This design comes from an exercise in tuning for small area and a short achievable clock period on the open sky130 flow, not from production work. Where RTL was checked, it was by simulation tests only, not by an equivalence proof against the original.

v35:
// fmac_top
module fmac_top (
    input          i_clk,
    input          i_reset_n,
    input          i_sel,
    input  [7:0]   i_Act_E,
    input  [63:0]  i_Act_M,
    input  [7:0]   i_Weight_E,
    input  [63:0]  i_Weight_M,
    input  [7:0]   i_ACC_E,
    input  [23:0]  i_ACC_M,
    output [7:0]   o_Weight_E,
    output [63:0]  o_Weight_M,
    output [7:0]   o_Act_E,
    output [127:0] o_Act_M,
    output [7:0]   o_ACC_E,
    output [23:0]  o_ACC_M
);
    fmac u_fmac (
        .i_clk      (i_clk),
        .i_reset_n  (i_reset_n),
        .i_sel      (i_sel),
        .i_Act_E    (i_Act_E),
        .i_Act_M    (i_Act_M),
        .i_Weight_E (i_Weight_E),
        .i_Weight_M (i_Weight_M),
        .i_ACC_E    (i_ACC_E),
        .i_ACC_M    (i_ACC_M),
        .o_Weight_E (o_Weight_E),
        .o_Weight_M (o_Weight_M),
        .o_Act_E    (o_Act_E),
        .o_Act_M    (o_Act_M),
        .o_ACC_E    (o_ACC_E),
        .o_ACC_M    (o_ACC_M)
    );
endmodule
Settings: LEC_CHECK=0, ABC_AREA=1, CAP_MARGIN=20, CORE_MARGIN=2, CORE_UTILIZATION=40, SLEW_MARGIN=20; clock period 18.0 ns.
standard.sh (not shown) runs the stock make flow with config.mk's settings and CLKGATE_MAP_FILE= SYNTH_SCRIPT=/design/flow/synth_recipe.tcl, a recipe that flattens the netlist after the stock synthesis.
==> flow/flow/run.sh <==
#!/bin/bash
# Own layout flow: the standard ORFS flow, with two changes:
#  - synthesis leaves adders to ABC (no full/half-adder cell extraction),
#  - port buffers use the smallest buffer cell.
set -euo pipefail
bash standard.sh ADDER_MAP_FILE= \
  "BUFFER_PORTS_ARGS=-buffer_cell sky130_fd_sc_hd__buf_1" \
  finish > run_flow.log 2>&1
Having completed the whole flow, v35 delivered a layout that passed the timing, DRC and antenna checks.
Relative to v35, the following input files were edited for v6:
--- a/flow/design.v
+++ b/flow/design.v
@@ -773,31 +773,31 @@
     wire gg751 = gg745 | (gp746 & cg[0]);
     wire gp752 = gp746 & cp[0];
     wire gg753 = gg747 | (gp748 & gg699);
     wire gp754 = gp748 & gp700;
     wire gg755 = gg749 | (gp750 & gg719);
     wire gp756 = gp750 & gp720;
     wire [10:0] T = {(cp[10] ^ gg753), (cp[9] ^ gg751), (cp[8] ^ gg743), (cp[7] ^ gg741), (cp[6] ^ gg739), (cp[5] ^ gg737), (cp[4] ^ gg721), (cp[3] ^ gg719), (cp[2] ^ gg699), (cp[1] ^ cg[0]), (cp[0])};
     wire [10:0] U = {(cp[10] ^ (gg753 | gp754)), (cp[9] ^ (gg751 | gp752)), (cp[8] ^ (gg743 | gp744)), (cp[7] ^ (gg741 | gp742)), (cp[6] ^ (gg739 | gp740)), (cp[5] ^ (gg737 | gp738)), (cp[4] ^ (gg721 | gp722)), (cp[3] ^ (gg719 | gp720)), (cp[2] ^ (gg699 | gp700)), (cp[1] ^ (cg[0] | cp[0])), (~cp[0])};
     wire       sgn  = U[10];
     wire [9:0] mag  = sgn ? ~T[9:0] : U[9:0];
     wire       zero = &(X ^ Y);                 
-    function automatic [3:0] lzc10(input [9:0] v);
-        lzc10 = 4'd9;
-        for (int k = 0; k < 10; k = k + 1)
-            if (v[k]) lzc10 = 4'(9 - k);
-    endfunction
-    wire [3:0] lz_p = lzc10(U[9:0]);
-    wire [3:0] lz_n = lzc10(~T[9:0]);
-    wire [3:0] lz   = sgn ? lz_n : lz_p;
-    wire [9:0] m4 = mag << lz;
+    wire       z8 = sgn ? (&T[9:2]) : ~|U[9:2];
+    wire [9:0] m1 = z8 ? {mag[1:0], 8'd0} : mag;
+    wire       z4 = ~|m1[9:6];
+    wire [9:0] m2 = z4 ? {m1[5:0], 4'd0} : m1;
+    wire       z2 = ~|m2[9:8];
+    wire [9:0] m3 = z2 ? {m2[7:0], 2'd0} : m2;
+    wire       z1 = ~m3[9];
+    wire [9:0] m4 = z1 ? {m3[8:0], 1'b0} : m3;
+    wire [3:0] lz = {z8, z4, z2, z1};
     wire [8:0] e   = {1'b0, i_Act_E} + {1'b0, i_Weight_E};
     wire [9:0] e3  = {1'b0, e} + 10'd3;
     wire [5:0] eh  = e3[9:4];
     wire [5:0] ehm = e3[9:4] - 6'd1;
     wire [4:0] xl  = {1'b0, e3[3:0]} - {1'b0, lz};
     wire       bw  = xl[4];
     wire [7:0] xe  = {bw ? ehm[3:0] : eh[3:0], xl[3:0]};
     wire       lo15 = &xl[3:0];
     wire       ovf0 = (eh  >= 6'd16) | ((eh  == 6'd15) & lo15);
     wire       ovf1 = (ehm >= 6'd16) & (eh != 6'd0) | ((ehm == 6'd15) & lo15);
     wire       ovf = bw ? ovf1 : ovf0;                
Results
Summary of v6 over v35: final cell count higher, biggest cell delay along the critical path higher. Status: sequential share of layout area parity (v6, v35). Delta (v6 minus v35): count of clock-buffer cells in the layout went up 4. Looking only at routed wire length, and setting everything else aside, the higher value of v35 and v6 goes to v6. Between v35 and v6, the cell area figures differ only marginally. v6 vs. v35: via count of the first global-routing pass went up by about 0.6%; setup slack of the critical path after layout fell 540 ps; post-place instance area has increased. Summary of the comparison: count of cell types in the netlist is lower in v6, relative to v35.
Only the layout flow was run in v6; the RTL was not checked for function there.

[separate check: timing with driven ports]
In the flow no input, the clock included, has a driving cell. The finished layouts below were timed again as built, in two steps. Step 1 sets driving cells, clkbuf_16 on the clock port and buf_2 on the other inputs (assumed; they add their load-dependent delay and slew). Step 2 moves the port delays by t, midway between the first and last clock arrival at a register: inputs arrive t later, outputs are due t later. That takes back most of the time a late clock gives input paths. Slacks: ideal / step 1 / step 2; pairs: ideal / step 1.
| run | t, ns | slack for setup (ns) | worst data-port slew with drivers (ns) | cell pins on the clock port's net |
|---|---|---|---|---|
| v35 | 0.517 | 8.595 / 8.622 / 8.105 | 0.07 | 1 |
| v6 | 0.512 | 8.051 / 8.073 / 7.561 | 0.06 | 1 |
After both steps every run listed still meets setup and hold.
